Background: an optimization exercise with open tools, aiming at small area and a short achievable clock period. Do not read the settings as production practice. In this exercise RTL edits were held to simulation tests only and were not proved equivalent to the original.

`design/flow/design.v`:
```
module fft(
	input wire			clk,
	input wire			rst_n,
	input wire[16:0]	data_i0_R,
	input wire[16:0]	data_i0_I,
	input wire[16:0]	data_i1_R,
	input wire[16:0]	data_i1_I,
	output reg[16:0]	data_o0_R,
	output reg[16:0]	data_o0_I,
	output reg[16:0]	data_o1_R,
	output reg[16:0]	data_o1_I
);
  reg [2:0] ph;
  reg [1:0] fd;
  wire [2:0] pn = ph + 3'd1;
  wire [1:0] fdn = (ph == 3'd7 && fd != 2'd3) ? fd + 2'd1 : fd;
  reg [3:0] oplus, ominus;
  wire vnext = (fdn == 2'd3) || (fdn == 2'd2 && pn[2]);
  always @(posedge clk or negedge rst_n)
    if (!rst_n) begin ph <= 3'd7; fd <= 2'd0; oplus <= 4'd0; ominus <= 4'd0; end
    else begin ph <= pn; fd <= fdn; oplus <= {4{vnext & pn[2]}}; ominus <= {4{vnext & ~pn[2]}}; end
  reg [16:0] XA0_0_R, XA0_0_I;
  reg [16:0] XA1_0_R, XA1_0_I;
  reg [16:0] XA2_0_R, XA2_0_I;
  reg [16:0] PU_0_R, PU_0_I;
  reg [16:0] PV_0_R, PV_0_I;
  reg [16:0] PP_0_R, PP_0_I;
  reg [16:0] R0_0_R, R0_0_I;
  reg [16:0] R1_0_R, R1_0_I;
  reg [16:0] QP_0_R, QP_0_I;
  reg [16:0] QU_0_R, QU_0_I;
  reg [16:0] M0_0_R, M0_0_I;
  reg [16:0] M1_0_R, M1_0_I;
  reg [16:0] M2_0_R, M2_0_I;
  reg [16:0] M3_0_R, M3_0_I;
  reg [16:0] QT_0_x0, QT_0_x1, QT_0_x2, QT_0_y0, QT_0_y1, QT_0_y2;
  reg [16:0] XA0_1_R, XA0_1_I;
  reg [16:0] XA1_1_R, XA1_1_I;
  reg [16:0] XA2_1_R, XA2_1_I;
  reg [16:0] PU_1_R, PU_1_I;
  reg [16:0] PV_1_R, PV_1_I;
  reg [16:0] R0_1_R, R0_1_I;
  reg [16:0] R1_1_R, R1_1_I;
  reg [16:0] QP_1_R, QP_1_I;
  reg [16:0] QU_1_R, QU_1_I;
  reg [16:0] HV_1_R, HV_1_I;
  reg [16:0] M0_1_R, M0_1_I;
  reg [16:0] M1_1_R, M1_1_I;
  reg [16:0] M2_1_R, M2_1_I;
  reg [16:0] M3_1_R, M3_1_I;
  reg [16:0] QT_1_x0, QT_1_x1, QT_1_x2, QT_1_y0, QT_1_y1, QT_1_y2;
  reg s_w3a;
  reg s_w3b;
  reg s_Ppin0;
  reg s_mP0;
  reg s_mQ0;
  reg s_Ppin1;
  reg s_mP1;
  reg s_mQ1;
  reg s_XA0_0_R_0;
  reg s_XA0_0_R_1;
  reg s_PU_0_R_0;
  reg s_PU_0_R_1;
  reg s_PU_0_R_2;
  reg s_PV_0_R_0;
  reg s_PV_0_R_1;
  reg s_PV_0_R_2;
  reg s_PP_0_R_0;
  reg s_PP_0_R_1;
  reg s_PP_0_R_2;
  reg s_QP_0_R_0;
  reg s_QP_0_R_1;
  reg s_QP_0_R_2;
  reg s_QU_0_R_0;
  reg s_QU_0_R_1;
  reg s_QU_0_R_2;
  reg s_QU_0_R_3;
  reg s_QU_0_R_4;
  reg s_XA0_0_I_0;
  reg s_XA0_0_I_1;
  reg s_PU_0_I_0;
  reg s_PU_0_I_1;
  reg s_PU_0_I_2;
  reg s_PV_0_I_0;
  reg s_PV_0_I_1;
  reg s_PV_0_I_2;
  reg s_PP_0_I_0;
  reg s_PP_0_I_1;
  reg s_PP_0_I_2;
  reg s_QP_0_I_0;
  reg s_QP_0_I_1;
  reg s_QP_0_I_2;
  reg s_QU_0_I_0;
  reg s_QU_0_I_1;
  reg s_QU_0_I_2;
  reg s_QU_0_I_3;
  reg s_QU_0_I_4;
  reg s_QT_0_x0_0;
  reg s_QT_0_x0_1;
  reg s_QT_0_x0_2;
  reg s_QT_0_x0_3;
  reg s_QT_0_x0_4;
  reg s_QT_0_x0_5;
  reg s_QT_0_x1_0;
  reg s_QT_0_x1_1;
  reg s_QT_0_x1_2;
  reg s_QT_0_x1_3;
  reg s_QT_0_x1_4;
  reg s_QT_0_x1_5;
  reg s_QT_0_x2_0;
  reg s_QT_0_x2_1;
  reg s_QT_0_x2_2;
  reg s_QT_0_x2_3;
  reg s_QT_0_y0_0;
  reg s_QT_0_y0_1;
  reg s_QT_0_y0_2;
  reg s_QT_0_y0_3;
  reg s_QT_0_y0_4;
  reg s_QT_0_y0_5;
  reg s_QT_0_y0_6;
  reg s_QT_0_y1_0;
  reg s_QT_0_y1_1;
  reg s_QT_0_y1_2;
  reg s_QT_0_y1_3;
  reg s_QT_0_y1_4;
  reg s_QT_0_y1_5;
  reg s_QT_0_y1_6;
  reg s_QT_0_y2_0;
  reg s_QT_0_y2_1;
  reg s_QT_0_y2_2;
  reg s_QT_0_y2_3;
  reg s_QT_0_y2_4;
  reg s_XA0_1_R_0;
  reg s_XA0_1_R_1;
  reg s_PU_1_R_0;
  reg s_PU_1_R_1;
  reg s_PU_1_R_2;
  reg s_PV_1_R_0;
  reg s_PV_1_R_1;
  reg s_PV_1_R_2;
  reg s_QP_1_R_0;
  reg s_QP_1_R_1;
  reg s_QP_1_R_2;
  reg s_QP_1_R_3;
  reg s_QP_1_R_4;
  reg s_QU_1_R_0;
  reg s_QU_1_R_1;
  reg s_QU_1_R_2;
  reg s_QU_1_R_3;
  reg s_QU_1_R_4;
  reg s_HV_1_R_0;
  reg s_HV_1_R_1;
  reg s_HV_1_R_2;
  reg s_HV_1_R_3;
  reg s_HV_1_R_4;
  reg s_XA0_1_I_0;
  reg s_XA0_1_I_1;
  reg s_PU_1_I_0;
  reg s_PU_1_I_1;
  reg s_PU_1_I_2;
  reg s_PV_1_I_0;
  reg s_PV_1_I_1;
  reg s_PV_1_I_2;
  reg s_QP_1_I_0;
  reg s_QP_1_I_1;
  reg s_QP_1_I_2;
  reg s_QP_1_I_3;
  reg s_QP_1_I_4;
  reg s_QU_1_I_0;
  reg s_QU_1_I_1;
  reg s_QU_1_I_2;
  reg s_QU_1_I_3;
  reg s_QU_1_I_4;
  reg s_HV_1_I_0;
  reg s_HV_1_I_1;
  reg s_HV_1_I_2;
  reg s_HV_1_I_3;
  reg s_HV_1_I_4;
  reg s_QT_1_x0_0;
  reg s_QT_1_x0_1;
  reg s_QT_1_x0_2;
  reg s_QT_1_x0_3;
  reg s_QT_1_x1_0;
  reg s_QT_1_x1_1;
  reg s_QT_1_x1_2;
  reg s_QT_1_x1_3;
  reg s_QT_1_x1_4;
  reg s_QT_1_x1_5;
  reg s_QT_1_x2_0;
  reg s_QT_1_x2_1;
  reg s_QT_1_x2_2;
  reg s_QT_1_x2_3;
  reg s_QT_1_y0_0;
  reg s_QT_1_y0_1;
  reg s_QT_1_y0_2;
  reg s_QT_1_y0_3;
  reg s_QT_1_y0_4;
  reg s_QT_1_y1_0;
  reg s_QT_1_y1_1;
  reg s_QT_1_y1_2;
  reg s_QT_1_y1_3;
  reg s_QT_1_y1_4;
  reg s_QT_1_y1_5;
  reg s_QT_1_y2_0;
  reg s_QT_1_y2_1;
  reg s_QT_1_y2_2;
  reg s_QT_1_y2_3;
  reg s_QT_1_y2_4;
  wire [16:0] h0rs1 = {{1{QP_0_R[16]}}, QP_0_R[16:1]} ^ {{3{QP_0_R[16]}}, QP_0_R[16:3]} ^ {{4{QP_0_R[16]}}, QP_0_R[16:4]};
  wire [16:0] h0rm2 = (({{1{QP_0_R[16]}}, QP_0_R[16:1]} & {{3{QP_0_R[16]}}, QP_0_R[16:3]}) | ({{1{QP_0_R[16]}}, QP_0_R[16:1]} & {{4{QP_0_R[16]}}, QP_0_R[16:4]}) | ({{3{QP_0_R[16]}}, QP_0_R[16:3]} & {{4{QP_0_R[16]}}, QP_0_R[16:4]}));
  wire [16:0] h0rs3 = h0rs1 ^ {h0rm2[15:0], 1'b0} ^ {{6{QP_0_R[16]}}, QP_0_R[16:6]};
  wire [16:0] h0rm4 = ((h0rs1 & {h0rm2[15:0], 1'b0}) | (h0rs1 & {{6{QP_0_R[16]}}, QP_0_R[16:6]}) | ({h0rm2[15:0], 1'b0} & {{6{QP_0_R[16]}}, QP_0_R[16:6]}));
  wire [16:0] h0rs5 = h0rs3 ^ {h0rm4[15:0], 1'b0} ^ {{8{QP_0_R[16]}}, QP_0_R[16:8]};
  wire [16:0] h0rm6 = ((h0rs3 & {h0rm4[15:0], 1'b0}) | (h0rs3 & {{8{QP_0_R[16]}}, QP_0_R[16:8]}) | ({h0rm4[15:0], 1'b0} & {{8{QP_0_R[16]}}, QP_0_R[16:8]}));
  wire [16:0] h0is7 = {{1{QP_0_I[16]}}, QP_0_I[16:1]} ^ {{3{QP_0_I[16]}}, QP_0_I[16:3]} ^ {{4{QP_0_I[16]}}, QP_0_I[16:4]};
  wire [16:0] h0im8 = (({{1{QP_0_I[16]}}, QP_0_I[16:1]} & {{3{QP_0_I[16]}}, QP_0_I[16:3]}) | ({{1{QP_0_I[16]}}, QP_0_I[16:1]} & {{4{QP_0_I[16]}}, QP_0_I[16:4]}) | ({{3{QP_0_I[16]}}, QP_0_I[16:3]} & {{4{QP_0_I[16]}}, QP_0_I[16:4]}));
  wire [16:0] h0is9 = h0is7 ^ {h0im8[15:0], 1'b0} ^ {{6{QP_0_I[16]}}, QP_0_I[16:6]};
  wire [16:0] h0im10 = ((h0is7 & {h0im8[15:0], 1'b0}) | (h0is7 & {{6{QP_0_I[16]}}, QP_0_I[16:6]}) | ({h0im8[15:0], 1'b0} & {{6{QP_0_I[16]}}, QP_0_I[16:6]}));
  wire [16:0] h0is11 = h0is9 ^ {h0im10[15:0], 1'b0} ^ {{8{QP_0_I[16]}}, QP_0_I[16:8]};
  wire [16:0] h0im12 = ((h0is9 & {h0im10[15:0], 1'b0}) | (h0is9 & {{8{QP_0_I[16]}}, QP_0_I[16:8]}) | ({h0im10[15:0], 1'b0} & {{8{QP_0_I[16]}}, QP_0_I[16:8]}));
  wire [16:0] h0na13 = ~h0rs5;
  wire [16:0] h0nb14 = ~{h0rm6[15:0], 1'b0};
  wire [16:0] h0tras15 = h0rs5 ^ {h0rm6[15:0], 1'b0} ^ h0is11;
  wire [16:0] h0tram16 = ((h0rs5 & {h0rm6[15:0], 1'b0}) | (h0rs5 & h0is11) | ({h0rm6[15:0], 1'b0} & h0is11));
  wire [16:0] h0tias17 = h0is11 ^ h0na13 ^ h0nb14;
  wire [16:0] h0tiam18 = ((h0is11 & h0na13) | (h0is11 & h0nb14) | (h0na13 & h0nb14));
  wire [16:0] h1rs19 = {{1{HV_1_R[16]}}, HV_1_R[16:1]} ^ {{3{HV_1_R[16]}}, HV_1_R[16:3]} ^ {{4{HV_1_R[16]}}, HV_1_R[16:4]};
  wire [16:0] h1rm20 = (({{1{HV_1_R[16]}}, HV_1_R[16:1]} & {{3{HV_1_R[16]}}, HV_1_R[16:3]}) | ({{1{HV_1_R[16]}}, HV_1_R[16:1]} & {{4{HV_1_R[16]}}, HV_1_R[16:4]}) | ({{3{HV_1_R[16]}}, HV_1_R[16:3]} & {{4{HV_1_R[16]}}, HV_1_R[16:4]}));
  wire [16:0] h1rs21 = h1rs19 ^ {h1rm20[15:0], 1'b0} ^ {{6{HV_1_R[16]}}, HV_1_R[16:6]};
  wire [16:0] h1rm22 = ((h1rs19 & {h1rm20[15:0], 1'b0}) | (h1rs19 & {{6{HV_1_R[16]}}, HV_1_R[16:6]}) | ({h1rm20[15:0], 1'b0} & {{6{HV_1_R[16]}}, HV_1_R[16:6]}));
  wire [16:0] h1rs23 = h1rs21 ^ {h1rm22[15:0], 1'b0} ^ {{8{HV_1_R[16]}}, HV_1_R[16:8]};
  wire [16:0] h1rm24 = ((h1rs21 & {h1rm22[15:0], 1'b0}) | (h1rs21 & {{8{HV_1_R[16]}}, HV_1_R[16:8]}) | ({h1rm22[15:0], 1'b0} & {{8{HV_1_R[16]}}, HV_1_R[16:8]}));
  wire [16:0] h1is25 = {{1{HV_1_I[16]}}, HV_1_I[16:1]} ^ {{3{HV_1_I[16]}}, HV_1_I[16:3]} ^ {{4{HV_1_I[16]}}, HV_1_I[16:4]};
  wire [16:0] h1im26 = (({{1{HV_1_I[16]}}, HV_1_I[16:1]} & {{3{HV_1_I[16]}}, HV_1_I[16:3]}) | ({{1{HV_1_I[16]}}, HV_1_I[16:1]} & {{4{HV_1_I[16]}}, HV_1_I[16:4]}) | ({{3{HV_1_I[16]}}, HV_1_I[16:3]} & {{4{HV_1_I[16]}}, HV_1_I[16:4]}));
  wire [16:0] h1is27 = h1is25 ^ {h1im26[15:0], 1'b0} ^ {{6{HV_1_I[16]}}, HV_1_I[16:6]};
  wire [16:0] h1im28 = ((h1is25 & {h1im26[15:0], 1'b0}) | (h1is25 & {{6{HV_1_I[16]}}, HV_1_I[16:6]}) | ({h1im26[15:0], 1'b0} & {{6{HV_1_I[16]}}, HV_1_I[16:6]}));
  wire [16:0] h1is29 = h1is27 ^ {h1im28[15:0], 1'b0} ^ {{8{HV_1_I[16]}}, HV_1_I[16:8]};
  wire [16:0] h1im30 = ((h1is27 & {h1im28[15:0], 1'b0}) | (h1is27 & {{8{HV_1_I[16]}}, HV_1_I[16:8]}) | ({h1im28[15:0], 1'b0} & {{8{HV_1_I[16]}}, HV_1_I[16:8]}));
  wire [16:0] h1na31 = ~h1rs23;
  wire [16:0] h1nb32 = ~{h1rm24[15:0], 1'b0};
  wire [16:0] h1tras33 = h1rs23 ^ {h1rm24[15:0], 1'b0} ^ h1is29;
  wire [16:0] h1tram34 = ((h1rs23 & {h1rm24[15:0], 1'b0}) | (h1rs23 & h1is29) | ({h1rm24[15:0], 1'b0} & h1is29));
  wire [16:0] h1tias35 = h1is29 ^ h1na31 ^ h1nb32;
  wire [16:0] h1tiam36 = ((h1is29 & h1na31) | (h1is29 & h1nb32) | (h1na31 & h1nb32));
  wire [16:0] cpR = QP_1_R;
  wire [16:0] spR = QP_1_I;
  wire [16:0] cpI = QP_1_I;
  wire [16:0] spI = QP_1_R;
  wire [16:0] ucrs37 = {{1{cpR[16]}}, cpR[16:1]} ^ {{2{cpR[16]}}, cpR[16:2]} ^ {{3{cpR[16]}}, cpR[16:3]};
  wire [16:0] ucrm38 = (({{1{cpR[16]}}, cpR[16:1]} & {{2{cpR[16]}}, cpR[16:2]}) | ({{1{cpR[16]}}, cpR[16:1]} & {{3{cpR[16]}}, cpR[16:3]}) | ({{2{cpR[16]}}, cpR[16:2]} & {{3{cpR[16]}}, cpR[16:3]}));
  wire [16:0] ucrs39 = ucrs37 ^ {ucrm38[15:0], 1'b0} ^ {{5{cpR[16]}}, cpR[16:5]};
  wire [16:0] ucrm40 = ((ucrs37 & {ucrm38[15:0], 1'b0}) | (ucrs37 & {{5{cpR[16]}}, cpR[16:5]}) | ({ucrm38[15:0], 1'b0} & {{5{cpR[16]}}, cpR[16:5]}));
  wire [16:0] ucrs41 = ucrs39 ^ {ucrm40[15:0], 1'b0} ^ {{6{cpR[16]}}, cpR[16:6]};
  wire [16:0] ucrm42 = ((ucrs39 & {ucrm40[15:0], 1'b0}) | (ucrs39 & {{6{cpR[16]}}, cpR[16:6]}) | ({ucrm40[15:0], 1'b0} & {{6{cpR[16]}}, cpR[16:6]}));
  wire [16:0] usrs43 = {{2{spR[16]}}, spR[16:2]} ^ {{3{spR[16]}}, spR[16:3]} ^ {{8{spR[16]}}, spR[16:8]};
  wire [16:0] usrm44 = (({{2{spR[16]}}, spR[16:2]} & {{3{spR[16]}}, spR[16:3]}) | ({{2{spR[16]}}, spR[16:2]} & {{8{spR[16]}}, spR[16:8]}) | ({{3{spR[16]}}, spR[16:3]} & {{8{spR[16]}}, spR[16:8]}));
  wire [16:0] utras45 = ucrs41 ^ {ucrm42[15:0], 1'b0} ^ usrs43;
  wire [16:0] utram46 = ((ucrs41 & {ucrm42[15:0], 1'b0}) | (ucrs41 & usrs43) | ({ucrm42[15:0], 1'b0} & usrs43));
  wire [16:0] ucis47 = {{1{cpI[16]}}, cpI[16:1]} ^ {{2{cpI[16]}}, cpI[16:2]} ^ {{3{cpI[16]}}, cpI[16:3]};
  wire [16:0] ucim48 = (({{1{cpI[16]}}, cpI[16:1]} & {{2{cpI[16]}}, cpI[16:2]}) | ({{1{cpI[16]}}, cpI[16:1]} & {{3{cpI[16]}}, cpI[16:3]}) | ({{2{cpI[16]}}, cpI[16:2]} & {{3{cpI[16]}}, cpI[16:3]}));
  wire [16:0] ucis49 = ucis47 ^ {ucim48[15:0], 1'b0} ^ {{5{cpI[16]}}, cpI[16:5]};
  wire [16:0] ucim50 = ((ucis47 & {ucim48[15:0], 1'b0}) | (ucis47 & {{5{cpI[16]}}, cpI[16:5]}) | ({ucim48[15:0], 1'b0} & {{5{cpI[16]}}, cpI[16:5]}));
  wire [16:0] ucis51 = ucis49 ^ {ucim50[15:0], 1'b0} ^ {{6{cpI[16]}}, cpI[16:6]};
  wire [16:0] ucim52 = ((ucis49 & {ucim50[15:0], 1'b0}) | (ucis49 & {{6{cpI[16]}}, cpI[16:6]}) | ({ucim50[15:0], 1'b0} & {{6{cpI[16]}}, cpI[16:6]}));
  wire [16:0] usis53 = {{2{spI[16]}}, spI[16:2]} ^ {{3{spI[16]}}, spI[16:3]} ^ {{8{spI[16]}}, spI[16:8]};
  wire [16:0] usim54 = (({{2{spI[16]}}, spI[16:2]} & {{3{spI[16]}}, spI[16:3]}) | ({{2{spI[16]}}, spI[16:2]} & {{8{spI[16]}}, spI[16:8]}) | ({{3{spI[16]}}, spI[16:3]} & {{8{spI[16]}}, spI[16:8]}));
  wire [16:0] uA55 = ucis51 ^ {17{s_w3b}};
  wire [16:0] uB56 = ({ucim52[15:0], 1'b0} ^ {17{s_w3b}}) | 17'd1;
  wire [16:0] uC57 = usis53 ^ {17{~s_w3b}};
  wire [16:0] uD58 = ({usim54[15:0], 1'b0} ^ {17{~s_w3b}}) | 17'd1;
  wire [16:0] utias59 = uA55 ^ uB56 ^ uC57;
  wire [16:0] utiam60 = ((uA55 & uB56) | (uA55 & uC57) | (uB56 & uC57));
  wire [16:0] vP0_R = s_Ppin0 ? data_i0_R : PV_0_R;
  wire [16:0] vP0_I = s_Ppin0 ? data_i0_I : PV_0_I;
  wire [16:0] plusP0_R = PU_0_R + vP0_R;
  wire [16:0] minusP0_R = PU_0_R - vP0_R;
  wire [17:0] sumP0_I = {PU_0_I, 1'b1} + {vP0_I, s_mP0};
  wire [17:0] difP0_I = {PU_0_I, 1'b1} + {~vP0_I, ~s_mP0};
  wire [16:0] plusP0_I = sumP0_I[17:1];
  wire [16:0] minusP0_I = difP0_I[17:1];
  wire mQc0 = s_mQ0;
  wire [16:0] nQU_0_R = ~QU_0_R;
  wire [16:0] nQU_0_I = ~QU_0_I;
  wire nmQc0 = ~mQc0;
  wire [16:0] nxs0 = ~q0xs61, nxk0 = ~{q0xm62[15:0], 1'b0}, nys0 = ~q0ys63, nyk0 = ~{q0ym64[15:0], mQc0};
  wire [16:0] q0xs61 = QT_0_x0 ^ QT_0_x1 ^ QT_0_x2;
  wire [16:0] q0xm62 = ((QT_0_x0 & QT_0_x1) | (QT_0_x0 & QT_0_x2) | (QT_0_x1 & QT_0_x2));
  wire [16:0] q0ys63 = QT_0_y0 ^ QT_0_y1 ^ QT_0_y2;
  wire [16:0] q0ym64 = ((QT_0_y0 & QT_0_y1) | (QT_0_y0 & QT_0_y2) | (QT_0_y1 & QT_0_y2));
  wire [16:0] q0prs65 = QU_0_R ^ q0xs61 ^ {q0xm62[15:0], 1'b0};
  wire [16:0] q0prm66 = ((QU_0_R & q0xs61) | (QU_0_R & {q0xm62[15:0], 1'b0}) | (q0xs61 & {q0xm62[15:0], 1'b0}));
  wire [16:0] q0mrs67 = QU_0_R ^ nxs0 ^ nxk0;
  wire [16:0] q0mrm68 = ((QU_0_R & nxs0) | (QU_0_R & nxk0) | (nxs0 & nxk0));
  wire [16:0] q0pis69 = QU_0_I ^ q0ys63 ^ {q0ym64[15:0], mQc0};
  wire [16:0] q0pim70 = ((QU_0_I & q0ys63) | (QU_0_I & {q0ym64[15:0], mQc0}) | (q0ys63 & {q0ym64[15:0], mQc0}));
  wire [16:0] q0mis71 = QU_0_I ^ nys0 ^ nyk0;
  wire [16:0] q0mim72 = ((QU_0_I & nys0) | (QU_0_I & nyk0) | (nys0 & nyk0));
  wire [16:0] plusQ0_R = q0prs65 + {q0prm66[15:0], 1'b0};
  wire [17:0] msumR0 = {q0mrs67, 1'b1} + {{q0mrm68[15:0], 1'b1}, 1'b1};
  wire [16:0] minusQ0_R = msumR0[17:1];
  wire [17:0] ysum0_p = {q0pis69, 1'b1} + {{q0pim70[15:0], mQc0}, mQc0};
  wire [17:0] ysum0_m = {q0mis71, 1'b1} + {{q0mim72[15:0], nmQc0}, nmQc0};
  wire [16:0] plusQ0_I = ysum0_p[17:1];
  wire [16:0] minusQ0_I = ysum0_m[17:1];
  wire [16:0] vP1_R = s_Ppin1 ? data_i1_R : PV_1_R;
  wire [16:0] vP1_I = s_Ppin1 ? data_i1_I : PV_1_I;
  wire [16:0] plusP1_R = PU_1_R + vP1_R;
  wire [16:0] minusP1_R = PU_1_R - vP1_R;
  wire [17:0] sumP1_I = {PU_1_I, 1'b1} + {vP1_I, s_mP1};
  wire [17:0] difP1_I = {PU_1_I, 1'b1} + {~vP1_I, ~s_mP1};
  wire [16:0] plusP1_I = sumP1_I[17:1];
  wire [16:0] minusP1_I = difP1_I[17:1];
  wire mQc1 = s_mQ1;
  wire [16:0] nQU_1_R = ~QU_1_R;
  wire [16:0] nQU_1_I = ~QU_1_I;
  wire nmQc1 = ~mQc1;
  wire [16:0] nxs1 = ~q1xs73, nxk1 = ~{q1xm74[15:0], 1'b0}, nys1 = ~q1ys75, nyk1 = ~{q1ym76[15:0], mQc1};
  wire [16:0] q1xs73 = QT_1_x0 ^ QT_1_x1 ^ QT_1_x2;
  wire [16:0] q1xm74 = ((QT_1_x0 & QT_1_x1) | (QT_1_x0 & QT_1_x2) | (QT_1_x1 & QT_1_x2));
  wire [16:0] q1ys75 = QT_1_y0 ^ QT_1_y1 ^ QT_1_y2;
  wire [16:0] q1ym76 = ((QT_1_y0 & QT_1_y1) | (QT_1_y0 & QT_1_y2) | (QT_1_y1 & QT_1_y2));
  wire [16:0] q1prs77 = QU_1_R ^ q1xs73 ^ {q1xm74[15:0], 1'b0};
  wire [16:0] q1prm78 = ((QU_1_R & q1xs73) | (QU_1_R & {q1xm74[15:0], 1'b0}) | (q1xs73 & {q1xm74[15:0], 1'b0}));
  wire [16:0] q1mrs79 = QU_1_R ^ nxs1 ^ nxk1;
  wire [16:0] q1mrm80 = ((QU_1_R & nxs1) | (QU_1_R & nxk1) | (nxs1 & nxk1));
  wire [16:0] q1pis81 = QU_1_I ^ q1ys75 ^ {q1ym76[15:0], mQc1};
  wire [16:0] q1pim82 = ((QU_1_I & q1ys75) | (QU_1_I & {q1ym76[15:0], mQc1}) | (q1ys75 & {q1ym76[15:0], mQc1}));
  wire [16:0] q1mis83 = QU_1_I ^ nys1 ^ nyk1;
  wire [16:0] q1mim84 = ((QU_1_I & nys1) | (QU_1_I & nyk1) | (nys1 & nyk1));
  wire [16:0] plusQ1_R = q1prs77 + {q1prm78[15:0], 1'b0};
  wire [17:0] msumR1 = {q1mrs79, 1'b1} + {{q1mrm80[15:0], 1'b1}, 1'b1};
  wire [16:0] minusQ1_R = msumR1[17:1];
  wire [17:0] ysum1_p = {q1pis81, 1'b1} + {{q1pim82[15:0], mQc1}, mQc1};
  wire [17:0] ysum1_m = {q1mis83, 1'b1} + {{q1mim84[15:0], nmQc1}, nmQc1};
  wire [16:0] plusQ1_I = ysum1_p[17:1];
  wire [16:0] minusQ1_I = ysum1_m[17:1];
  always @(posedge clk) begin
    s_w3a <= (pn == 3'd4) | (pn == 3'd6);
    s_w3b <= (pn == 3'd4) | (pn == 3'd6);
    s_Ppin0 <= (pn == 3'd4) | (pn == 3'd5) | (pn == 3'd6) | (pn == 3'd7);
    s_mP0 <= (pn == 3'd3);
    s_mQ0 <= (pn == 3'd0) | (pn == 3'd1) | (pn == 3'd3) | (pn == 3'd6) | (pn == 3'd7);
    s_Ppin1 <= (pn == 3'd4) | (pn == 3'd5) | (pn == 3'd6) | (pn == 3'd7);
    s_mP1 <= (pn == 3'd3);
    s_mQ1 <= (pn == 3'd0) | (pn == 3'd1) | (pn == 3'd3) | (pn == 3'd6) | (pn == 3'd7);
    s_XA0_0_R_0 <= (pn == 3'd4) | (pn == 3'd5) | (pn == 3'd6) | (pn == 3'd7);
    s_XA0_0_R_1 <= (pn == 3'd0) | (pn == 3'd1) | (pn == 3'd2) | (pn == 3'd3);
    s_PU_0_R_0 <= (pn == 3'd0) | (pn == 3'd3) | (pn == 3'd4) | (pn == 3'd5) | (pn == 3'd6) | (pn == 3'd7);
    s_PU_0_R_1 <= (pn == 3'd1);
    s_PU_0_R_2 <= (pn == 3'd2);
    s_PV_0_R_0 <= (pn == 3'd0) | (pn == 3'd7);
    s_PV_0_R_1 <= (pn == 3'd1);
    s_PV_0_R_2 <= (pn == 3'd2);
    s_PP_0_R_0 <= (pn == 3'd0) | (pn == 3'd1) | (pn == 3'd2) | (pn == 3'd3);
    s_PP_0_R_1 <= (pn == 3'd4) | (pn == 3'd5) | (pn == 3'd6);
    s_PP_0_R_2 <= (pn == 3'd7);
    s_QP_0_R_0 <= (pn == 3'd0) | (pn == 3'd2) | (pn == 3'd3);
    s_QP_0_R_1 <= (pn == 3'd1);
    s_QP_0_R_2 <= (pn == 3'd4) | (pn == 3'd5) | (pn == 3'd6) | (pn == 3'd7);
    s_QU_0_R_0 <= (pn == 3'd7);
    s_QU_0_R_1 <= (pn == 3'd0);
    s_QU_0_R_2 <= (pn == 3'd1);
    s_QU_0_R_3 <= (pn == 3'd2);
    s_QU_0_R_4 <= (pn == 3'd3) | (pn == 3'd4) | (pn == 3'd5) | (pn == 3'd6);
    s_XA0_0_I_0 <= (pn == 3'd4) | (pn == 3'd5) | (pn == 3'd6) | (pn == 3'd7);
    s_XA0_0_I_1 <= (pn == 3'd0) | (pn == 3'd1) | (pn == 3'd2) | (pn == 3'd3);
    s_PU_0_I_0 <= (pn == 3'd0) | (pn == 3'd3) | (pn == 3'd4) | (pn == 3'd5) | (pn == 3'd6) | (pn == 3'd7);
    s_PU_0_I_1 <= (pn == 3'd1);
    s_PU_0_I_2 <= (pn == 3'd2);
    s_PV_0_I_0 <= (pn == 3'd0) | (pn == 3'd7);
    s_PV_0_I_1 <= (pn == 3'd1);
    s_PV_0_I_2 <= (pn == 3'd2);
    s_PP_0_I_0 <= (pn == 3'd0) | (pn == 3'd1) | (pn == 3'd2) | (pn == 3'd3);
    s_PP_0_I_1 <= (pn == 3'd4) | (pn == 3'd5) | (pn == 3'd6);
    s_PP_0_I_2 <= (pn == 3'd7);
    s_QP_0_I_0 <= (pn == 3'd0) | (pn == 3'd2) | (pn == 3'd3);
    s_QP_0_I_1 <= (pn == 3'd1);
    s_QP_0_I_2 <= (pn == 3'd4) | (pn == 3'd5) | (pn == 3'd6) | (pn == 3'd7);
    s_QU_0_I_0 <= (pn == 3'd7);
    s_QU_0_I_1 <= (pn == 3'd0);
    s_QU_0_I_2 <= (pn == 3'd1);
    s_QU_0_I_3 <= (pn == 3'd2);
    s_QU_0_I_4 <= (pn == 3'd3) | (pn == 3'd4) | (pn == 3'd5) | (pn == 3'd6);
    s_QT_0_x0_0 <= (pn == 3'd1);
    s_QT_0_x0_1 <= (pn == 3'd2);
    s_QT_0_x0_2 <= (pn == 3'd3);
    s_QT_0_x0_3 <= (pn == 3'd4);
    s_QT_0_x0_4 <= (pn == 3'd5);
    s_QT_0_x0_5 <= (pn == 3'd6);
    s_QT_0_x1_0 <= (pn == 3'd7);
    s_QT_0_x1_1 <= (pn == 3'd0);
    s_QT_0_x1_2 <= (pn == 3'd1);
    s_QT_0_x1_3 <= (pn == 3'd2);
    s_QT_0_x1_4 <= (pn == 3'd4);
    s_QT_0_x1_5 <= (pn == 3'd6);
    s_QT_0_x2_0 <= (pn == 3'd1);
    s_QT_0_x2_1 <= (pn == 3'd2);
    s_QT_0_x2_2 <= (pn == 3'd4);
    s_QT_0_x2_3 <= (pn == 3'd6);
    s_QT_0_y0_0 <= (pn == 3'd1);
    s_QT_0_y0_1 <= (pn == 3'd2);
    s_QT_0_y0_2 <= (pn == 3'd3);
    s_QT_0_y0_3 <= (pn == 3'd4);
    s_QT_0_y0_4 <= (pn == 3'd5);
    s_QT_0_y0_5 <= (pn == 3'd6);
    s_QT_0_y0_6 <= (pn == 3'd0) | (pn == 3'd7);
    s_QT_0_y1_0 <= (pn == 3'd7);
    s_QT_0_y1_1 <= (pn == 3'd0);
    s_QT_0_y1_2 <= (pn == 3'd1);
    s_QT_0_y1_3 <= (pn == 3'd2);
    s_QT_0_y1_4 <= (pn == 3'd4);
    s_QT_0_y1_5 <= (pn == 3'd6);
    s_QT_0_y1_6 <= (pn == 3'd5);
    s_QT_0_y2_0 <= (pn == 3'd1);
    s_QT_0_y2_1 <= (pn == 3'd2);
    s_QT_0_y2_2 <= (pn == 3'd4);
    s_QT_0_y2_3 <= (pn == 3'd6);
    s_QT_0_y2_4 <= (pn == 3'd0) | (pn == 3'd5) | (pn == 3'd7);
    s_XA0_1_R_0 <= (pn == 3'd4) | (pn == 3'd5) | (pn == 3'd6) | (pn == 3'd7);
    s_XA0_1_R_1 <= (pn == 3'd0) | (pn == 3'd1) | (pn == 3'd2) | (pn == 3'd3);
    s_PU_1_R_0 <= (pn == 3'd0) | (pn == 3'd3) | (pn == 3'd4) | (pn == 3'd5) | (pn == 3'd6) | (pn == 3'd7);
    s_PU_1_R_1 <= (pn == 3'd1);
    s_PU_1_R_2 <= (pn == 3'd2);
    s_PV_1_R_0 <= (pn == 3'd0) | (pn == 3'd7);
    s_PV_1_R_1 <= (pn == 3'd1);
    s_PV_1_R_2 <= (pn == 3'd2);
    s_QP_1_R_0 <= (pn == 3'd0);
    s_QP_1_R_1 <= (pn == 3'd2);
    s_QP_1_R_2 <= (pn == 3'd3);
    s_QP_1_R_3 <= (pn == 3'd4);
    s_QP_1_R_4 <= (pn == 3'd5);
    s_QU_1_R_0 <= (pn == 3'd7);
    s_QU_1_R_1 <= (pn == 3'd0);
    s_QU_1_R_2 <= (pn == 3'd1);
    s_QU_1_R_3 <= (pn == 3'd2);
    s_QU_1_R_4 <= (pn == 3'd3) | (pn == 3'd4) | (pn == 3'd5) | (pn == 3'd6);
    s_HV_1_R_0 <= (pn == 3'd0);
    s_HV_1_R_1 <= (pn == 3'd1);
    s_HV_1_R_2 <= (pn == 3'd2) | (pn == 3'd3);
    s_HV_1_R_3 <= (pn == 3'd4) | (pn == 3'd5) | (pn == 3'd6);
    s_HV_1_R_4 <= (pn == 3'd7);
    s_XA0_1_I_0 <= (pn == 3'd4) | (pn == 3'd5) | (pn == 3'd6) | (pn == 3'd7);
    s_XA0_1_I_1 <= (pn == 3'd0) | (pn == 3'd1) | (pn == 3'd2) | (pn == 3'd3);
    s_PU_1_I_0 <= (pn == 3'd0) | (pn == 3'd3) | (pn == 3'd4) | (pn == 3'd5) | (pn == 3'd6) | (pn == 3'd7);
    s_PU_1_I_1 <= (pn == 3'd1);
    s_PU_1_I_2 <= (pn == 3'd2);
    s_PV_1_I_0 <= (pn == 3'd0) | (pn == 3'd7);
    s_PV_1_I_1 <= (pn == 3'd1);
    s_PV_1_I_2 <= (pn == 3'd2);
    s_QP_1_I_0 <= (pn == 3'd0);
    s_QP_1_I_1 <= (pn == 3'd2);
    s_QP_1_I_2 <= (pn == 3'd3);
    s_QP_1_I_3 <= (pn == 3'd4);
    s_QP_1_I_4 <= (pn == 3'd5);
    s_QU_1_I_0 <= (pn == 3'd7);
    s_QU_1_I_1 <= (pn == 3'd0);
    s_QU_1_I_2 <= (pn == 3'd1);
    s_QU_1_I_3 <= (pn == 3'd2);
    s_QU_1_I_4 <= (pn == 3'd3) | (pn == 3'd4) | (pn == 3'd5) | (pn == 3'd6);
    s_HV_1_I_0 <= (pn == 3'd0);
    s_HV_1_I_1 <= (pn == 3'd1);
    s_HV_1_I_2 <= (pn == 3'd2) | (pn == 3'd3);
    s_HV_1_I_3 <= (pn == 3'd4) | (pn == 3'd5) | (pn == 3'd6);
    s_HV_1_I_4 <= (pn == 3'd7);
    s_QT_1_x0_0 <= (pn == 3'd1);
    s_QT_1_x0_1 <= (pn == 3'd2);
    s_QT_1_x0_2 <= (pn == 3'd3) | (pn == 3'd4);
    s_QT_1_x0_3 <= (pn == 3'd5) | (pn == 3'd6);
    s_QT_1_x1_0 <= (pn == 3'd7);
    s_QT_1_x1_1 <= (pn == 3'd0);
    s_QT_1_x1_2 <= (pn == 3'd1);
    s_QT_1_x1_3 <= (pn == 3'd2);
    s_QT_1_x1_4 <= (pn == 3'd3) | (pn == 3'd4);
    s_QT_1_x1_5 <= (pn == 3'd5) | (pn == 3'd6);
    s_QT_1_x2_0 <= (pn == 3'd1);
    s_QT_1_x2_1 <= (pn == 3'd2);
    s_QT_1_x2_2 <= (pn == 3'd3) | (pn == 3'd4);
    s_QT_1_x2_3 <= (pn == 3'd5) | (pn == 3'd6);
    s_QT_1_y0_0 <= (pn == 3'd1);
    s_QT_1_y0_1 <= (pn == 3'd2);
    s_QT_1_y0_2 <= (pn == 3'd3) | (pn == 3'd4);
    s_QT_1_y0_3 <= (pn == 3'd5) | (pn == 3'd6);
    s_QT_1_y0_4 <= (pn == 3'd0) | (pn == 3'd7);
    s_QT_1_y1_0 <= (pn == 3'd7);
    s_QT_1_y1_1 <= (pn == 3'd0);
    s_QT_1_y1_2 <= (pn == 3'd1);
    s_QT_1_y1_3 <= (pn == 3'd2);
    s_QT_1_y1_4 <= (pn == 3'd3) | (pn == 3'd4);
    s_QT_1_y1_5 <= (pn == 3'd5) | (pn == 3'd6);
    s_QT_1_y2_0 <= (pn == 3'd1);
    s_QT_1_y2_1 <= (pn == 3'd2);
    s_QT_1_y2_2 <= (pn == 3'd3) | (pn == 3'd4);
    s_QT_1_y2_3 <= (pn == 3'd5) | (pn == 3'd6);
    s_QT_1_y2_4 <= (pn == 3'd0) | (pn == 3'd7);
    XA0_0_R <= ({17{s_XA0_0_R_0}} & plusP0_R) | ({17{s_XA0_0_R_1}} & data_i0_R);
    XA1_0_R <= XA0_0_R; XA2_0_R <= XA1_0_R;
    PU_0_R <= ({17{s_PU_0_R_0}} & XA2_0_R) | ({17{s_PU_0_R_1}} & PP_0_R) | ({17{s_PU_0_R_2}} & R1_0_R);
    PV_0_R <= ({17{s_PV_0_R_0}} & XA0_0_R) | ({17{s_PV_0_R_1}} & plusP0_R) | ({17{s_PV_0_R_2}} & R0_0_I);
    PP_0_R <= ({17{s_PP_0_R_0}} & plusP0_R) | ({17{s_PP_0_R_1}} & R1_0_R) | ({17{s_PP_0_R_2}} & PP_0_R);
    R0_0_R <= minusP0_R; R1_0_R <= R0_0_R;
    QP_0_R <= ({17{s_QP_0_R_0}} & plusQ0_R) | ({17{s_QP_0_R_1}} & M0_0_R) | ({17{s_QP_0_R_2}} & M1_0_R);
    QU_0_R <= ({17{s_QU_0_R_0}} & R1_0_R) | ({17{s_QU_0_R_1}} & PP_0_R) | ({17{s_QU_0_R_2}} & plusQ0_R) | ({17{s_QU_0_R_3}} & M0_0_R) | ({17{s_QU_0_R_4}} & PP_0_R);
    M0_0_R <= minusQ0_R; M1_0_R <= M0_0_R; M2_0_R <= M1_0_R; M3_0_R <= M2_0_R;
    XA0_0_I <= ({17{s_XA0_0_I_0}} & plusP0_I) | ({17{s_XA0_0_I_1}} & data_i0_I);
    XA1_0_I <= XA0_0_I; XA2_0_I <= XA1_0_I;
    PU_0_I <= ({17{s_PU_0_I_0}} & XA2_0_I) | ({17{s_PU_0_I_1}} & PP_0_I) | ({17{s_PU_0_I_2}} & R1_0_I);
    PV_0_I <= ({17{s_PV_0_I_0}} & XA0_0_I) | ({17{s_PV_0_I_1}} & plusP0_I) | ({17{s_PV_0_I_2}} & (~R0_0_R));
    PP_0_I <= ({17{s_PP_0_I_0}} & plusP0_I) | ({17{s_PP_0_I_1}} & R1_0_I) | ({17{s_PP_0_I_2}} & PP_0_I);
    R0_0_I <= minusP0_I; R1_0_I <= R0_0_I;
    QP_0_I <= ({17{s_QP_0_I_0}} & plusQ0_I) | ({17{s_QP_0_I_1}} & M0_0_I) | ({17{s_QP_0_I_2}} & M1_0_I);
    QU_0_I <= ({17{s_QU_0_I_0}} & R1_0_I) | ({17{s_QU_0_I_1}} & PP_0_I) | ({17{s_QU_0_I_2}} & plusQ0_I) | ({17{s_QU_0_I_3}} & M0_0_I) | ({17{s_QU_0_I_4}} & PP_0_I);
    M0_0_I <= minusQ0_I; M1_0_I <= M0_0_I; M2_0_I <= M1_0_I; M3_0_I <= M2_0_I;
    QT_0_x0 <= ({17{s_QT_0_x0_0}} & h0tras15) | ({17{s_QT_0_x0_1}} & h0tias17) | ({17{s_QT_0_x0_2}} & HV_1_R) | ({17{s_QT_0_x0_3}} & h1tras33) | ({17{s_QT_0_x0_4}} & HV_1_I) | ({17{s_QT_0_x0_5}} & h1tias35);
    QT_0_x1 <= ({17{s_QT_0_x1_0}} & minusP0_I) | ({17{s_QT_0_x1_1}} & R1_0_I) | ({17{s_QT_0_x1_2}} & {h0tram16[15:0], 1'b0}) | ({17{s_QT_0_x1_3}} & {h0tiam18[15:0], 1'b1}) | ({17{s_QT_0_x1_4}} & {h1tram34[15:0], 1'b0}) | ({17{s_QT_0_x1_5}} & {h1tiam36[15:0], 1'b1});
    QT_0_x2 <= ({17{s_QT_0_x2_0}} & {h0im12[15:0], 1'b0}) | ({17{s_QT_0_x2_1}} & ({h0im12[15:0], 1'b0} | 17'd1)) | ({17{s_QT_0_x2_2}} & {h1im30[15:0], 1'b0}) | ({17{s_QT_0_x2_3}} & ({h1im30[15:0], 1'b0} | 17'd1));
    QT_0_y0 <= ({17{s_QT_0_y0_0}} & h0tias17) | ({17{s_QT_0_y0_1}} & (~h0tras15)) | ({17{s_QT_0_y0_2}} & HV_1_I) | ({17{s_QT_0_y0_3}} & h1tias35) | ({17{s_QT_0_y0_4}} & (~HV_1_R)) | ({17{s_QT_0_y0_5}} & (~h1tras33)) | ({17{s_QT_0_y0_6}} & 17'h1ffff);
    QT_0_y1 <= ({17{s_QT_0_y1_0}} & (~minusP0_R)) | ({17{s_QT_0_y1_1}} & (~R1_0_R)) | ({17{s_QT_0_y1_2}} & {h0tiam18[15:0], 1'b1}) | ({17{s_QT_0_y1_3}} & (~{h0tram16[15:0], 1'b0})) | ({17{s_QT_0_y1_4}} & {h1tiam36[15:0], 1'b1}) | ({17{s_QT_0_y1_5}} & (~{h1tram34[15:0], 1'b0})) | ({17{s_QT_0_y1_6}} & 17'h1ffff);
    QT_0_y2 <= ({17{s_QT_0_y2_0}} & ({h0im12[15:0], 1'b0} | 17'd1)) | ({17{s_QT_0_y2_1}} & (~{h0im12[15:0], 1'b0})) | ({17{s_QT_0_y2_2}} & ({h1im30[15:0], 1'b0} | 17'd1)) | ({17{s_QT_0_y2_3}} & (~{h1im30[15:0], 1'b0})) | ({17{s_QT_0_y2_4}} & 17'h1ffff);
    XA0_1_R <= ({17{s_XA0_1_R_0}} & plusP1_R) | ({17{s_XA0_1_R_1}} & data_i1_R);
    XA1_1_R <= XA0_1_R; XA2_1_R <= XA1_1_R;
    PU_1_R <= ({17{s_PU_1_R_0}} & XA2_1_R) | ({17{s_PU_1_R_1}} & QP_1_R) | ({17{s_PU_1_R_2}} & R1_1_R);
    PV_1_R <= ({17{s_PV_1_R_0}} & XA0_1_R) | ({17{s_PV_1_R_1}} & plusP1_R) | ({17{s_PV_1_R_2}} & R0_1_I);
    R0_1_R <= minusP1_R; R1_1_R <= R0_1_R;
    QP_1_R <= ({17{s_QP_1_R_0}} & plusP1_R) | ({17{s_QP_1_R_1}} & plusQ1_R) | ({17{s_QP_1_R_2}} & plusQ1_I) | ({17{s_QP_1_R_3}} & M1_1_R) | ({17{s_QP_1_R_4}} & M1_1_I);
    QU_1_R <= ({17{s_QU_1_R_0}} & R1_1_R) | ({17{s_QU_1_R_1}} & HV_1_R) | ({17{s_QU_1_R_2}} & plusQ1_R) | ({17{s_QU_1_R_3}} & M0_1_R) | ({17{s_QU_1_R_4}} & QP_0_R);
    HV_1_R <= ({17{s_HV_1_R_0}} & plusQ1_R) | ({17{s_HV_1_R_1}} & M0_1_R) | ({17{s_HV_1_R_2}} & plusP1_R) | ({17{s_HV_1_R_3}} & R1_1_R) | ({17{s_HV_1_R_4}} & HV_1_R);
    M0_1_R <= minusQ1_R; M1_1_R <= M0_1_R; M2_1_R <= M1_1_R; M3_1_R <= M2_1_R;
    XA0_1_I <= ({17{s_XA0_1_I_0}} & plusP1_I) | ({17{s_XA0_1_I_1}} & data_i1_I);
    XA1_1_I <= XA0_1_I; XA2_1_I <= XA1_1_I;
    PU_1_I <= ({17{s_PU_1_I_0}} & XA2_1_I) | ({17{s_PU_1_I_1}} & QP_1_I) | ({17{s_PU_1_I_2}} & R1_1_I);
    PV_1_I <= ({17{s_PV_1_I_0}} & XA0_1_I) | ({17{s_PV_1_I_1}} & plusP1_I) | ({17{s_PV_1_I_2}} & (~R0_1_R));
    R0_1_I <= minusP1_I; R1_1_I <= R0_1_I;
    QP_1_I <= ({17{s_QP_1_I_0}} & plusP1_I) | ({17{s_QP_1_I_1}} & plusQ1_I) | ({17{s_QP_1_I_2}} & plusQ1_R) | ({17{s_QP_1_I_3}} & M1_1_I) | ({17{s_QP_1_I_4}} & M1_1_R);
    QU_1_I <= ({17{s_QU_1_I_0}} & R1_1_I) | ({17{s_QU_1_I_1}} & HV_1_I) | ({17{s_QU_1_I_2}} & plusQ1_I) | ({17{s_QU_1_I_3}} & M0_1_I) | ({17{s_QU_1_I_4}} & QP_0_I);
    HV_1_I <= ({17{s_HV_1_I_0}} & plusQ1_I) | ({17{s_HV_1_I_1}} & M0_1_I) | ({17{s_HV_1_I_2}} & plusP1_I) | ({17{s_HV_1_I_3}} & R1_1_I) | ({17{s_HV_1_I_4}} & HV_1_I);
    M0_1_I <= minusQ1_I; M1_1_I <= M0_1_I; M2_1_I <= M1_1_I; M3_1_I <= M2_1_I;
    QT_1_x0 <= ({17{s_QT_1_x0_0}} & h1tras33) | ({17{s_QT_1_x0_1}} & h1tias35) | ({17{s_QT_1_x0_2}} & utras45) | ({17{s_QT_1_x0_3}} & utias59);
    QT_1_x1 <= ({17{s_QT_1_x1_0}} & minusP1_I) | ({17{s_QT_1_x1_1}} & R1_1_I) | ({17{s_QT_1_x1_2}} & {h1tram34[15:0], 1'b0}) | ({17{s_QT_1_x1_3}} & {h1tiam36[15:0], 1'b1}) | ({17{s_QT_1_x1_4}} & {utram46[15:0], 1'b0}) | ({17{s_QT_1_x1_5}} & {utiam60[15:0], 1'b1});
    QT_1_x2 <= ({17{s_QT_1_x2_0}} & {h1im30[15:0], 1'b0}) | ({17{s_QT_1_x2_1}} & ({h1im30[15:0], 1'b0} | 17'd1)) | ({17{s_QT_1_x2_2}} & {usrm44[15:0], 1'b0}) | ({17{s_QT_1_x2_3}} & uD58);
    QT_1_y0 <= ({17{s_QT_1_y0_0}} & h1tias35) | ({17{s_QT_1_y0_1}} & (~h1tras33)) | ({17{s_QT_1_y0_2}} & utias59) | ({17{s_QT_1_y0_3}} & (~utras45)) | ({17{s_QT_1_y0_4}} & 17'h1ffff);
    QT_1_y1 <= ({17{s_QT_1_y1_0}} & (~minusP1_R)) | ({17{s_QT_1_y1_1}} & (~R1_1_R)) | ({17{s_QT_1_y1_2}} & {h1tiam36[15:0], 1'b1}) | ({17{s_QT_1_y1_3}} & (~{h1tram34[15:0], 1'b0})) | ({17{s_QT_1_y1_4}} & {utiam60[15:0], 1'b1}) | ({17{s_QT_1_y1_5}} & (~{utram46[15:0], 1'b0}));
    QT_1_y2 <= ({17{s_QT_1_y2_0}} & ({h1im30[15:0], 1'b0} | 17'd1)) | ({17{s_QT_1_y2_1}} & (~{h1im30[15:0], 1'b0})) | ({17{s_QT_1_y2_2}} & uD58) | ({17{s_QT_1_y2_3}} & (~{usrm44[15:0], 1'b0})) | ({17{s_QT_1_y2_4}} & 17'h1ffff);
  end
  always @(posedge clk) begin
    data_o0_R <= ({17{oplus[0]}} & plusQ0_R) | ({17{ominus[0]}} & M3_0_R);
    data_o0_I <= ({17{oplus[1]}} & plusQ0_I) | ({17{ominus[1]}} & M3_0_I);
    data_o1_R <= ({17{oplus[2]}} & plusQ1_R) | ({17{ominus[2]}} & M3_1_R);
    data_o1_I <= ({17{oplus[3]}} & plusQ1_I) | ({17{ominus[3]}} & M3_1_I);
  end
endmodule
```
`design/flow/run.sh`:
```
#!/bin/bash
# synth_recipe.tcl (not shown) runs the flow's synth.tcl, then flattens the netlist and writes it again
# the make line also repeats each setting of config.mk as NAME=value (left out here)
make -C /OpenROAD-flow-scripts/flow DESIGN_CONFIG=/design/flow/config.mk WORK_HOME=/design/flow/orfs CLKGATE_MAP_FILE= SYNTH_SCRIPT=/design/flow/synth_recipe.tcl finish
```
`design/flow/config.mk`:
```
export PLATFORM = sky130hd
export DESIGN_NAME = fft
export DESIGN_NICKNAME = fft
export VERILOG_FILES = /design/flow/design.v
export SDC_FILE = /design/flow/constraint.sdc
export NUM_CORES = 8
export LEC_CHECK = 0
export CAP_MARGIN = 20
export CORE_MARGIN = 2
export CORE_UTILIZATION = 50
export CTS_CLUSTER_DIAMETER = 100
export CTS_CLUSTER_SIZE = 20
export SETUP_SLACK_MARGIN = 3.5
export SLEW_MARGIN = 20
```
`design/flow/constraint.sdc`:
```
create_clock -name core_clock -period 7.5 [get_ports {clk}]
set_input_delay 1.5000 -clock core_clock [delete_from_list [all_inputs] [get_ports {clk}]]
set_output_delay 1.5000 -clock core_clock [all_outputs]
set_load 0.01 [all_outputs]
```
==> results.txt <==
[area by class of cell]
| class | count | area, sq um |
|---|---|---|
| Inverter | 706 | 2650 |
| Clock inverter | 10 | 174 |
| Multi-Input combinational cell | 3911 | 36600 |
| Clock buffer | 81 | 1920 |
| Sequential cell | 1252 | 25200 |
| Tap cell | 1662 | 2080 |
| Fill cell | 11100 | 56100 |
| Antenna cell | 10 | 25.0 |
| Timing Repair Buffer | 300 | 2750 |
[cells in the final DEF, fill, tap and decap left out, types with 29 or more instances in the layout]
| cell | n |
|---|---|
| o22ai_1 | 78 |
| inv_1 | 690 |
| a22o_1 | 136 |
| o2111ai_1 | 45 |
| nand2_1 | 435 |
| or3_1 | 44 |
| nand3_1 | 119 |
| o221ai_1 | 47 |
| nor3_1 | 52 |
| clkbuf_16 | 75 |
| o211ai_1 | 50 |
| xnor2_1 | 244 |
| xor2_1 | 106 |
| a21o_1 | 68 |
| o21ai_0 | 162 |
| a22oi_1 | 161 |
| a222oi_1 | 262 |
| o21bai_1 | 41 |
| nor2b_1 | 34 |
| a21oi_1 | 193 |
| nand2b_1 | 41 |
| fa_1 | 502 |
| dfxtp_2 | 29 |
| clkdlybuf4s50_1 | 132 |
| o21a_1 | 34 |
| ha_1 | 297 |
| dfxtp_1 | 1206 |
| mux2i_1 | 119 |
| buf_4 | 143 |
| and3_1 | 29 |
| nor2_1 | 178 |
[worst max path at each step]
stage	from	to	slack, ps
after floorplan	data_i1_R[0]	HV_1_R[16]	3500
after global placement	data_i1_R[2]	R0_1_R[16]	1990
after detailed placement	data_i1_I[0]	QP_1_I[13]	2010
after global routing	QT_0_x1[1]	QP_0_R[11]	3220
final	QT_0_x1[1]	QP_0_R[11]	3290
after CTS	QT_0_x2[1]	QP_0_R[13]	3240
[layer usage]
layer  vias to the layer above  routed length [um]
li1                      21600                   -
met1                     25100               95400
met2                      2571              106000
met3                       468               22000
met4                         4               13200
met5                         -                  21
[cell families (layout without fill, tap and decap cells)]
logic type,Yosys count,after routing,share of synthesized area (%)
compound gates,1548,1548,18.1
flops,1252,1252,39.1
buf+inv,1032,1097,6.03
simple gates,1013,1013,7.15
fa+ha+maj,844,844,22.5
xor+xnor,376,376,5.12
mux,130,130,2.03
other cells,0,10,0
[through the flow]
stage | hold WS (ps) | util (%) | cell area [sq um] | cells
floorplan | 310 | - | 64300 | 6195
global placement | 310 | 52.7 | 67300 | 7750
detailed placement | 312 | 52.7 | 67300 | 7750
CTS | 317 | 55.2 | 70400 | 7886
global route | 329 | 56.0 | 71400 | 7928
finish | 320 | 56.0 | 71400 | 7932
[what timing repair did]
action | in CTS | in global routing
endpoints found under the setup margin | 218 | 143
setup buffers | 44 | 36
endpoints found under the hold margin | 0 | 0
resized for setup | 170 | 155
gates cloned | 1 | 0
pin swaps | 63 | 83
==> results.tsv <==
stage	metric	value	unit
run_status	status	timing/DRC/antenna clean	
setup_path	Worst Setup End Kind	flip-flop	
cts	H-tree depth	3	
job	Max Cap Viol	0	
setup_path	reg2reg path depth	14	
route	drt pass-1 iters	10	
grt	number of global-route vias before repair	49400	
timing	Setup TNS Final	0	ps
final_layout	layout cell share with drive strength beyond 1	8.67	%
grt	first-pass GRT wire length	339000	um
timing	RSZ-0062 raised after global routing	yes	
grt	GR Layer Usage met3	7.18	%
logic_synthesis	Synth Instances	6195	
grt	met1 Resource Use GR	46.8	%
timing	Final Critical Period	4210	ps
grt	met2 Use GR	55.5	%
route	Initial DRC Count	6344	
cts	Hold Buf Count CTS	0	
setup_path	Slowest-stage cell, CP	fa_2	
logic_synthesis	list of most frequent post-synthesis cells	dfxtp_1, inv_1, fa_1	
route	drt drc	0	
logic_synthesis	sequential cell area fraction in the yosys report	39.1	%
grt	layer with the highest usage	met2	
setup_path	most used cell, CP	fa_2	
setup_path	Worst R2R Start	QT_0_x1[1]	
setup_path	WP buf/inv	3	
timing	final number of setup-violating endpoints	0	
cts	CTS tree	built	
timing	Final Skew	33.1	ps
cts	clock root buffer	clkbuf_16	
cts	Worst-path clk slew	90	ps
min_path	WHS Path Cells	0	
grt	GR Overflow Total	0	
setup_path	Critical Path Stages	14	
setup_path	kind of critical path	reg2reg	
logic_synthesis	most common cell in the netlist	dfxtp_1	
timing	Pins Over Slew Limit	0	
timing	Max-slew headroom	20.7	%
setup_path	max incr delay on CP	640	ps
route	DR WL/cell	29.9	um
logic_synthesis	yosys warns	1	
floorplanning	Die Ht	363	um
setup_path	Worst EP arrival	4790	ps
final_layout	P&R area growth vs syn	11.1	%
floorplanning	die width	363	um
timing	Worst-Margin Slew	1190	ps
setup_path	worst path required time	8080	ps
route	vias per cell	6.27	
floorplanning	# rows	131	
logic_synthesis	syn avg cell area	10.4	sq um
logic_synthesis	Async SR Flop Fraction	0.559	%
min_path	Worst Min Path Start	M2_0_I[7]	
cts	CTS sink count	1252	
logic_synthesis	mapped cell area	64300	sq um
logic_synthesis	Synth area leaders	dfxtp_1, fa_1, ha_1, a222oi_1, inv_1	
route	Post-Route WL	237000	um
setup_path	CP Max Fanout	3	
floorplanning	die area	131000	sq um
placement	final RePlAce weighted congestion	1.03	
cts	number of buffers created by CTS	74	
min_path	Hold Path End	M3_0_I[7]	
placement	IO Port Bufs	137	
setup_path	capturing point of the worst reg2reg path	QP_0_R[11]	
setup_path	CP cell instances	fa_2 > inv_2 > fa_2 > ha_4 > fa_2 > a21o_1 > a21oi_2 > o21bai_1 > a211o_2 > a311oi_4 > buf_6 > xnor2_4 > a222oi_1 > inv_1	
final_layout	nets	7159	
setup_path	Startpoint Class	flip-flop	
logic_synthesis	syn nets	7109	
logic_synthesis	dominant synthesized flop cell	dfxtp_1	
timing	Final Hold Viols	0	
timing	Fmax achieved	0.238	GHz
timing	worst setup slack after layout	3290	ps
setup_path	cell family with the largest share of critical-path delay	compound AO/OA/AOI/OAI gates	
route	Antenna Nets Post-Route	0	
logic_synthesis	Yosys top cell by area	dfxtp_1	
logic_synthesis	FF+latch count, synth	1252	
logic_synthesis	number of flops mapped to enable cells by yosys	0	
route	Vias	49800	
grt	largest net degree at the start of global routing	129	
cts	clk buf depth	3	
min_path	Hold WC Path Type	reg2reg	
timing	Final Cycle Share	56.1	%
floorplanning	Core Area	128000	sq um
logic_synthesis	Synth top area share	38.8	%
cts	Worst-Skew Late Latency	730	ps
placement	DP HPWL	176000	um
grt	initial antenna violation count	20	
floorplanning	io pins	138	
floorplanning	initial core utilization	50.4	%
grt	Global Route Usage Sum	35.5	%
logic_synthesis	post-synth cell types	78	
placement	pre-CTS setup slack	2010	ps
setup_path	R2R setup slack	3290	ps

static timing again, ports no longer ideal:
In the flow no input, the clock included, has a driving cell. The finished layout below was timed again as built, in two steps. Step 1, drivers: a clkbuf_16 drives clk and a buf_2 each remaining input, both assumed. Step 2, shift: input delay + t, output delay - t, t = (earliest + latest rising clock arrival at the registers) / 2. This alone moves slack from input paths to output paths. Slacks: ideal / step 1 / step 2; pairs: ideal / step 1.
t, ns: 0.797
slack for setup (ns): 3.291 / 3.291 / 2.760
slew at the worst register clock pin (ns): 0.09 / 0.09
worst slew at a driven data input, ns: 0.13
After both steps this run still meets setup and hold. For this run, drivers alone change the setup slack by 0.000 ns; drivers and shift together by -0.531 ns.
